From an optimization exercise on the open Yosys and OpenROAD flow, aimed at small area; shortcuts taken in it are not production practice.
In this exercise RTL edits were held to simulation tests only and were not proved equivalent to the original.
Power is estimated from default activity; no workload was simulated.

==> inputs of trial 85 <==
// top_ip_i2c
module top_ip_i2c
(
    input       wire                PCLK,PRESETn  ,
    input       wire                PSEL,PENABLE  ,
    input       wire                PWRITE        ,
    input       wire    [31:0]      PADDR         ,
    input       wire    [31:0]      PWDATA        ,
    output      wire    [31:0]      PRDATA        ,
    output      wire                PREADY        ,
    output      wire                PSLVERR       ,
    output      wire                PINT          ,
    input       wire                sda_i         ,
    output      wire                sda_o         ,
    output      wire                scl_o         ,
    input       wire                scl_i
);
Settings: LEC_CHECK=0, CAP_MARGIN=20, CORE_MARGIN=2, CORE_UTILIZATION=65, PLACE_DENSITY=0.8, SLEW_MARGIN=20; clock period 10.0 ns.
standard.sh (not shown) runs the stock make flow with config.mk's settings and CLKGATE_MAP_FILE= SYNTH_SCRIPT=/design/flow/synth_recipe.tcl, a recipe that flattens the netlist after the stock synthesis.
==> flow/flow/run.sh <==
#!/bin/bash
# Own layout flow: the standard ORFS flow (standard.sh) with these changes:
#  - the port buffers that ORFS adds are the smallest buffer cell;
set -euo pipefail
W=$(pwd)
export CTS_ARGS='-sink_clustering_enable -repair_clock_nets -dont_use_dummy_load -buf_list sky130_fd_sc_hd__clkbuf_8 -sink_clustering_size 20 -sink_clustering_max_diameter 50 -root_buf sky130_fd_sc_hd__clkbuf_8 -tree_buf sky130_fd_sc_hd__clkbuf_8'

sed -e "s#WORK_HOME=[^ ]*#WORK_HOME=$W/ref#" standard.sh > ref_standard.sh
bash ref_standard.sh synth > ref_synth.log 2>&1

# 2. This flow's synthesis script: the reference script with an area-oriented ABC call.
{
  cat <<'EOT'
proc abc {args} {
  set keep {}
  set skip 0
  foreach a $args {
    if {$skip} { set skip 0; continue }
    if {$a in {-script -constr -D}} { set skip 1; continue }
    lappend keep $a
  }
  yosys abc {*}$keep -script {+strash;&get,-n;&deepsyn,-T,60;&put;dch,-f;amap;topo}
}
EOT
  cat synth_recipe.tcl
} > area_synth.tcl

sed -e "s#SYNTH_SCRIPT=[^ ]*#SYNTH_SCRIPT=$W/area_synth.tcl ADDER_MAP_FILE= SYNTH_OPERATIONS_ARGS=-noshare 'BUFFER_PORTS_ARGS=-buffer_cell sky130_fd_sc_hd__buf_1'#" \
  standard.sh > area_standard.sh
bash area_standard.sh synth > area_synth.log 2>&1

ff_list() {
  python3 - "$1" <<'EOP'
import re, sys
txt = open(sys.argv[1]).read()
ffs = sorted(set(re.findall(r"^\s*(sky130_fd_sc_hd__(?:df|edf|sdf|sedf|dl)\w*)\s+(\S+)\s*\(", txt, re.M)))
for c, n in ffs:
    print(re.sub(r"_\d+$", "", c), n)
EOP
}
ff_list ref/results/sky130hd/top_ip_i2c/base/1_2_yosys.v > ref_regs.txt
ff_list orfs/results/sky130hd/top_ip_i2c/base/1_2_yosys.v > area_regs.txt
if cmp -s ref_regs.txt area_regs.txt && [[ -s ref_regs.txt ]]; then
  echo "registers match the reference synthesis ($(wc -l < ref_regs.txt))" | tee regs_check.log
  bash area_standard.sh > area_flow.log 2>&1
else
  echo "registers differ from the reference synthesis: standard flow" | tee regs_check.log
  diff ref_regs.txt area_regs.txt >> regs_check.log || true
  rm -rf orfs
  bash standard.sh > standard_flow.log 2>&1
fi
==> trial 20 (differences from trial 85) <==
--- a/flow/design.v
+++ b/flow/design.v
@@ -38,60 +38,46 @@
     wire [7:0]  rx_apb_data;
     wire        ms = tx_ctrl[13] & ~tx_ctrl[12];    
     wire        ss = ~tx_ctrl[13] & tx_ctrl[12];    
     always_ff @(posedge PCLK or negedge PRESETn)
     begin
         if (~PRESETn) begin
-            tx_ctrl[13:12]  <= 2'd0;
-            prdata          <= 8'd0;
-        end else begin
-            if (wr && idx == 7'd6)  tx_ctrl[13:12]  <= PWDATA[13:12];
-            if (rd && idx == 7'd1)  prdata          <= status;
-            else if (rd && idx == 7'd3) prdata      <= rx_apb_data;
-        end
-    end
-    always_ff @(posedge PCLK)
-    begin
-        if (~PRESETn) begin
             tx_apb_addr     <= 9'd0;
             tx_apb_data     <= 8'd0;
             tx_apb_data_cnt <= 8'd0;
-            tx_ctrl[11:0]   <= 12'd0;
+            tx_ctrl         <= 14'd0;
             time_out        <= 20'd0;
             irpt_en         <= 1'b0;
             tx_data_en      <= 1'b0;
+            prdata          <= 8'd0;
         end else begin
             if (wr && idx == 7'd0)  tx_apb_addr     <= PWDATA[8:0];
             if (wr && idx == 7'd2)  tx_apb_data     <= PWDATA[7:0];
             if (wr && idx == 7'd4)  tx_apb_data_cnt <= PWDATA[7:0];
-            if (wr && idx == 7'd6)  tx_ctrl[11:0]   <= PWDATA[11:0];
+            if (wr && idx == 7'd6)  tx_ctrl         <= PWDATA[13:0];
             if (wr && idx == 7'd10) time_out        <= PWDATA[19:0];
             if (wr && idx == 7'd2)  tx_data_en      <= 1'b1;
             else if (~setup)        tx_data_en      <= 1'b0;
             if (wr && idx == 7'd8)  irpt_en         <= PWDATA[0];
             else if (~setup)        irpt_en         <= 1'b0;
+            if (rd && idx == 7'd1)  prdata          <= status;
+            else if (rd && idx == 7'd3) prdata      <= rx_apb_data;
         end
     end
     wire cmd = |status[3:0];
     always_ff @(posedge PCLK or negedge PRESETn)
     begin
-        if (~PRESETn)
-            pint <= 1'b0;
-        else if (cmd & ~reg_cmd)
-            pint <= 1'b1;
-        else if (irpt_en)
-            pint <= 1'b0;
-    end
-    always_ff @(posedge PCLK)
-    begin
-        if (~PRESETn)
-            i2c_ready <= 1'b0;
-        else if (status[1])
+        if (~PRESETn) begin
             i2c_ready <= 1'b0;
-        else if (tx_ctrl[11])
-            i2c_ready <= 1'b1;
+            pint      <= 1'b0;
+        end else begin
+            if (status[1])          i2c_ready <= 1'b0;
+            else if (tx_ctrl[11])   i2c_ready <= 1'b1;
+            if (cmd & ~reg_cmd)     pint <= 1'b1;
+            else if (irpt_en)       pint <= 1'b0;
+        end
     end
     always_ff @(posedge PCLK)
         reg_cmd <= cmd;
     assign PRDATA  = {24'd0, prdata};
     assign PREADY  = 1'b1;
     assign PSLVERR = 1'b0;
@@ -135,13 +121,13 @@
     begin
         if (d2_wrap)
             d_cnt2 <= 11'd0;
         else if (~m_stretch)
             d_cnt2 <= inc20({9'd0, d_cnt2});
     end
-    always_ff @(posedge PCLK)
+    always_ff @(posedge PCLK or negedge PRESETn)
     begin
         if (~PRESETn)
             clk_en <= 1'b0;
         else if (d2_wrap)
             clk_en <= ~clk_en;
         else if (~m_stretch)
@@ -172,13 +158,13 @@
             M_WACK:  mq_next = m_cb_nz ? M_RD : M_STOP;
             M_SR:    mq_next = M_START;
             M_STOP:  mq_next = M_IDLE;
             default: mq_next = mq;
         endcase
     end
-    always_ff @(posedge PCLK)
+    always_ff @(posedge PCLK or negedge PRESETn)
     begin
         if (~PRESETn)
             mq <= M_IDLE;
         else if (sclk)
             mq <= mq_next;
     end
@@ -264,22 +250,22 @@
         end else begin
             s_dscl <= {s_dscl[6:0], s_scl_i};
             s_dsf  <= {s_dsf[6:0], s_sda_fall};
             s_dsr  <= {s_dsr[6:0], s_sda_rise};
         end
     end
-    always_ff @(posedge PCLK)
+    always_ff @(posedge PCLK or negedge PRESETn)
     begin
         if (~PRESETn)
             s_cnt_st <= 8'd0;
         else if ((s_sda_fall | s_sda_rise) & s_d_scl)
             s_cnt_st <= 8'd0;
         else
             s_cnt_st <= inc20({12'd0, s_cnt_st});
     end
-    always_ff @(posedge PCLK)
+    always_ff @(posedge PCLK or negedge PRESETn)
     begin
         if (~PRESETn) begin
             s_sta  <= 1'b0;
             s_sto  <= 1'b0;
             s_dsta <= 1'b0;
             s_dsto <= 1'b0;
@@ -296,13 +282,13 @@
             s_dsta <= 1'b0;
         end else begin
             s_sta <= 1'b0;
             s_sto <= 1'b0;
         end
     end
-    always_ff @(posedge PCLK)
+    always_ff @(posedge PCLK or negedge PRESETn)
     begin
         if (~PRESETn)
             s_ready <= 1'b0;
         else if (s_sta)
             s_ready <= 1'b1;
         else if (s_sto)
@@ -323,25 +309,25 @@
             S_ARD:   sq_next = S_RD;
             S_WR:    if (s_cnt_z) sq_next = S_AWR;
             S_AWR:   sq_next = s_sr[0] ? S_IDLE : S_WR;
             default: sq_next = sq;
         endcase
     end
-    always_ff @(posedge PCLK)
+    always_ff @(posedge PCLK or negedge PRESETn)
     begin
         if (~PRESETn)
             sq <= S_IDLE;
         else if (s_scl_fall)
             sq <= sq_next;
         else if (s_sto | s_sta | s_to_ge)
             sq <= S_IDLE;
     end
     always_ff @(posedge PCLK)
         if (s_scl_fall)
             s_reg_addr <= (s_sr[7:1] == s_addr);
-    always_ff @(posedge PCLK)
+    always_ff @(posedge PCLK or negedge PRESETn)
     begin
         if (~PRESETn) begin
             s_dout <= 8'd0;
             s_rw   <= 1'b0;
         end else begin
             if (sq == S_RADDR && !s_scl_rise && s_cnt_z) s_rw   <= s_sr[0];
@@ -366,22 +352,22 @@
     wire s_stretch = s_stc & ~s_tx;
     always_ff @(posedge PCLK)
     begin
         s_reg_tx      <= s_tx;
         s_reg_stretch <= s_stretch;
     end
-    always_ff @(posedge PCLK)
+    always_ff @(posedge PCLK or negedge PRESETn)
     begin
         if (~PRESETn)
             s_stc <= 1'b0;
         else if (s_tx & ~s_reg_tx)
             s_stc <= 1'b1;
         else if (tx_data_en | s_to_gt)
             s_stc <= 1'b0;
     end
-    always_ff @(posedge PCLK)
+    always_ff @(posedge PCLK or negedge PRESETn)
     begin
         if (~PRESETn)
             s_cnt_stretch <= 20'd0;
         else if (s_stretch)
             s_cnt_stretch <= inc20(s_cnt_stretch);
         else if (s_reg_stretch | sq == S_AADDR | sq == S_AWR)
==> flow/run.sh (new file) <==
#!/bin/bash
# synth_recipe.tcl (not shown) runs the flow's synth.tcl, then flattens the netlist and writes it again
# the make line also repeats each setting of config.mk as NAME=value (left out here)
make -C /OpenROAD-flow-scripts/flow DESIGN_CONFIG=/design/flow/config.mk WORK_HOME=/design/flow/orfs CLKGATE_MAP_FILE= SYNTH_SCRIPT=/design/flow/synth_recipe.tcl finish
==> flow/config.mk (replaced) <==
export PLATFORM = sky130hd
export DESIGN_NAME = top_ip_i2c
export DESIGN_NICKNAME = top_ip_i2c
export VERILOG_FILES = /design/flow/design.v
export SDC_FILE = /design/flow/constraint.sdc
export NUM_CORES = 4
export LEC_CHECK = 0
export CAP_MARGIN = 20
export CORE_MARGIN = 2
export CORE_UTILIZATION = 40
export CTS_BUF_LIST = sky130_fd_sc_hd__clkbuf_4 sky130_fd_sc_hd__clkbuf_8
export CTS_CLUSTER_DIAMETER = 60
export CTS_CLUSTER_SIZE = 20
export PLACE_DENSITY = 0.5
export SLEW_MARGIN = 20
removed: flow/flow/run.sh
removed: flow/standard.sh
==> impl_metrics.prom <==
# TYPE chip_impl_metric gauge
chip_impl_metric{name="post_drt_wl_per_cell",unit="um"} 17.2
chip_impl_metric{name="cp.required",unit="ps"} 8000
chip_impl_info{name="outcome",value="no timing/DRC/antenna violations"} 1
chip_impl_metric{name="ir_drop",unit="mV"} 0.0929
chip_impl_metric{name="seq-power",unit="mW"} 1.08
chip_impl_metric{name="timing.max_slew.rel_slack",unit=""} 0.318
chip_impl_metric{name="netSwitchingFraction",unit=""} 0.299
chip_impl_metric{name="post_layout_power",unit="mW"} 2.11
chip_impl_metric{name="n_all_buffers",unit=""} 53
chip_impl_metric{name="core_outline_area",unit="sq um"} 30300
chip_impl_metric{name="power.internal",unit="mW"} 1.48
-- figures above: trial 20

==> impl_metrics.prom <==
# TYPE chip_impl_metric gauge
chip_impl_info{name="outcome",value="no timing/DRC/antenna violations"} 1
chip_impl_metric{name="post_layout_power",unit="mW"} 1.49
chip_impl_metric{name="cp.required",unit="ps"} 10400
chip_impl_metric{name="post_drt_wl_per_cell",unit="um"} 16.3
chip_impl_metric{name="synthesis.area_per_instance",unit="sq um"} 8.80
chip_impl_metric{name="multi_input_cells",unit=""} 681
chip_impl_metric{name="core_outline_area",unit="sq um"} 14500
chip_impl_metric{name="ir_drop",unit="mV"} 0.105
chip_impl_metric{name="timing.max_slew.rel_slack",unit=""} 0.252
chip_impl_metric{name="final_number_of_setup_violating_endpoints",unit=""} 0
chip_impl_metric{name="layout_setup_ws",unit="ps"} 4420
chip_impl_metric{name="seq-power",unit="uW"} 964
chip_impl_info{name="r2r-end",value="s_cnt_stretch[19]"} 1
chip_impl_metric{name="wirelength_met1",unit="um"} 9970
chip_impl_metric{name="globalRouteTotalUtil",unit=""} 0.279
-- figures above: trial 85

[port drivers added, routing unchanged]
No port has a modelled driver above. Below, the same layouts with a new extraction and two added sets of constraints. Step 1 assumes that a clkbuf_16 drives the clock port and a buf_2 every other input. Step 2, shift: input delay + t, output delay - t, t = (earliest + latest rising clock arrival at the registers) / 2. This alone moves slack from input paths to output paths. Three values: no drivers, after step 1, after step 2; two values: the first two.
run	t, ns	slack for setup (ns)	hold slack, ns
trial 85	0.549	4.420 / 4.442 / 3.893	0.316 / 0.316 / 0.316
trial 20	0.632	5.335 / 5.289 / 5.334	0.356 / 0.356 / 0.356
After both steps every run listed still meets setup and hold. For trial 85, which loses most, drivers alone change the setup slack by +0.022 ns; drivers and shift together by -0.527 ns.
